Background: an optimization exercise with open tools, aiming at small area, a short achievable clock period and few clock cycles. Do not read the settings as production practice. Function was checked by simulation only, so behaviour that the tests miss may differ from the original. No activity file was given, so power comes from the tool's default toggle rates.

Design supermips_core, start of the top module:
module supermips_core (
  input         clock,
  input         reset_n,
  output [31:0] icache_addr,
  output        icache_rd,
  input  [31:0] icache_data,
  input         icache_waitrequest,
  output [31:0] dcache_addr,
  output        dcache_rd,
  output        dcache_wr,
  output [31:0] dcache_wr_data,
  output [ 3:0] dcache_wr_be,
  input  [31:0] dcache_data,
  input         dcache_waitrequest
);
Settings: LEC_CHECK=0, CAP_MARGIN=20, CORE_MARGIN=2, CORE_UTILIZATION=50, CTS_CLUSTER_DIAMETER=60, CTS_CLUSTER_SIZE=25, SLEW_MARGIN=20; clock period 150.0 ns.
standard.sh (not shown) runs the stock make flow with config.mk's settings and CLKGATE_MAP_FILE= SYNTH_SCRIPT=/design/flow/synth_recipe.tcl, a recipe that flattens the netlist after the stock synthesis.
==> flow/flow/run.sh <==
#!/bin/bash
# Layout flow: the standard layout, except that
#  - synthesis maps the logic with a lighter ABC script (one delay-oriented
#    mapping pass with area recovery, no repeated delay-oriented
#    restructuring); everything else, registers included, is as the standard
#    synthesis;
#  - the port buffers are buf_4 cells.
# Each tool's output goes to a log file of its own in the work folder.
set -euo pipefail
W=$(pwd)
F=$W/flow

{
  echo "proc abc {args} {"
  echo "  set i [lsearch -exact \$args -script]"
  echo "  if {\$i >= 0} { lset args [expr {\$i + 1}] $F/abc_map.script }"
  echo "  yosys abc {*}\$args"
  echo "}"
  cat "$W/synth_recipe.tcl"
} > "$W/synth_map.tcl"
sed "s#SYNTH_SCRIPT=[^ ]*#SYNTH_SCRIPT=$W/synth_map.tcl#" "$W/standard.sh" > "$W/synth_map.sh"

export BUFFER_PORTS_ARGS="-buffer_cell sky130_fd_sc_hd__buf_4"

bash "$W/synth_map.sh" synth > "$W/synth.log" 2>&1
bash "$W/standard.sh" > "$W/layout.log" 2>&1
==> flow/flow/abc_map.script <==
&get -n
&st
&dch
&nf
&put
buffer -c
topo
stime -c
dnsize -c
The first run finished clean.
Testbench counts at the start, summed over its fixed seeds: cycles 58,226.
Next try:
--- a/flow/config.mk
+++ b/flow/config.mk
@@ -6,8 +6,9 @@
 export NUM_CORES = 8
 export LEC_CHECK = 0
-export CAP_MARGIN = 20
+export CAP_MARGIN = 30
 export CORE_MARGIN = 2
 export CORE_UTILIZATION = 50
 export CTS_CLUSTER_DIAMETER = 60
 export CTS_CLUSTER_SIZE = 25
-export SLEW_MARGIN = 20
+export GPL_TIMING_DRIVEN = 0
+export SLEW_MARGIN = 30
What happened: The new run finished clean. Final cell count came out higher by 4.0%. Register-to-register slack gets worse by 7800 ps. Synthesized area is unchanged. Clock-buffer cell count is higher by 3. Wire length rises by 17%. Utilization went up by 1.5 points. Total power grows by 5.4%. Hold slack is about the same. Global-route usage goes up by 8.1 points.


supermips_core, a different RTL version from the one above (not shown whole).
For scale: about 8800 cells after synthesis, ~170 I/O pins, roughly 90000 sq um of cells after synthesis.
Settings: LEC_CHECK=0, CAP_MARGIN=30, CORE_MARGIN=2, CORE_UTILIZATION=55, CTS_CLUSTER_DIAMETER=80, CTS_CLUSTER_SIZE=30, SLEW_MARGIN=30; clock period 150.0 ns.
Scripts as last shown in full above: flow/flow/run.sh, flow/flow/abc_map.script
Testbench counts at the start, summed over its fixed seeds: cycles 58,226.
Then changed:
--- a/flow/flow/run.sh
+++ b/flow/flow/run.sh
@@ -6,3 +6,5 @@
 #    synthesis;
-#  - the port buffers are buf_4 cells.
+#  - the port buffers are buf_4 cells;
+#  - after global routing, gates on the half of the paths with the most
+#    slack are downsized (ORFS's power recovery), which saves area.
 # Each tool's output goes to a log file of its own in the work folder.
@@ -23,2 +25,4 @@
 export BUFFER_PORTS_ARGS="-buffer_cell sky130_fd_sc_hd__buf_4"
+# after global routing, downsize gates on the paths with the most slack
+export RECOVER_POWER=50
 
Settings changed: CORE_UTILIZATION 55 to 50.
This time the run finished but fails on capacitance limit, slew limit.
Sequential cell count is unchanged.
Global-route usage went down by 2.7 points.
Total power went up by a few percent.
Final cell count went up by a few percent.
Wire length went up by a few percent.
Then changed:
--- a/flow/flow/run.sh
+++ b/flow/flow/run.sh
@@ -6,5 +6,3 @@
 #    synthesis;
-#  - the port buffers are buf_4 cells;
-#  - after global routing, gates on the half of the paths with the most
-#    slack are downsized (ORFS's power recovery), which saves area.
+#  - the port buffers are buf_4 cells.
 # Each tool's output goes to a log file of its own in the work folder.
@@ -25,4 +23,2 @@
 export BUFFER_PORTS_ARGS="-buffer_cell sky130_fd_sc_hd__buf_4"
-# after global routing, downsize gates on the paths with the most slack
-export RECOVER_POWER=50
 
Settings changed: CORE_UTILIZATION 50 to 55, PLACE_DENSITY set to 0.7.
Result:
- Now the flow completed without violations
- setup slack is better by 0.011 ns
- total power is lower by 1.3%
- global-route usage rose by 6.5 points
- clock power came out lower by 11%
- count of clock-buffer cells in the layout is higher by 4
- routed wire length rose by 4.4%
- area after synthesis does not change
- die area came out lower by 9.0%
Then changed:
Settings changed: CORE_UTILIZATION 55 to 50, CTS_CLUSTER_DIAMETER 80 to 60, CTS_CLUSTER_SIZE 30 to 25, PLACE_DENSITY 0.7 to not set.
Outcome: Cell area rose slightly; first-iteration DRC count drops by about a fifth; clock power grows by about a fifth; die area rises by roughly a tenth; global-route usage decreases by 6.3 points; power increases by a few percent; wire length drops by a few percent; utilization falls by 4.7 points.
Then changed:
Settings changed: CORE_UTILIZATION 50 to 55.
After rerunning: Worst hold slack gets worse by 0.017 ns. Sequential cell count does not change. Routed wire length decreases by 2.3%. Non-clock buffer count went down by 29. Via count hardly moves. Synthesized cell count does not change.
Then changed:
Settings changed: CORE_UTILIZATION 55 to 60, CTS_CLUSTER_DIAMETER 60 to 80, CTS_CLUSTER_SIZE 25 to 30.
Final area goes down slightly.
Wire length goes down slightly.
Area after synthesis is unchanged.
Worst setup slack improved by 0.078 ns.
Die area goes down by a little under a tenth.

static timing again, ports no longer ideal:
No port has a modelled driver above. Below, the same layouts with a new extraction and two added sets of constraints.
Step 1 assumes that a clkbuf_16 drives the clock port and a buf_2 every other input.
Step 2 times the ports against the registers' clock, not the clock port: input delays grow and output delays shrink by t, the midpoint of the rising clock arrivals with the driver on.
Slacks: ideal / step 1 / step 2; pairs: ideal / step 1.
run	t (ns)	slack for setup (ns)	slew at the worst register clock pin (ns)
the first run of note 1	0.906	118.278 / 118.187 / 117.917	0.10 / 0.10
the second run of note 1	0.941	115.063 / 115.063 / 115.063	0.10 / 0.10
the first run of note 2	0.854	118.187 / 118.098 / 117.631	0.12 / 0.12
the second run of note 2	0.899	118.204 / 118.113 / 117.965	0.12 / 0.12
the third run of note 2	0.879	118.215 / 118.111 / 117.830	0.12 / 0.12
the fourth run of note 2	0.914	118.095 / 118.007 / 117.939	0.10 / 0.10
the fifth run of note 2	0.873	118.132 / 118.043 / 117.563	0.10 / 0.10
the sixth run of note 2	0.852	118.210 / 118.119 / 117.687	0.12 / 0.12
The setup slack of the fifth run of note 2, which loses most, moves by -0.089 ns with the drivers and by -0.569 ns with both steps.
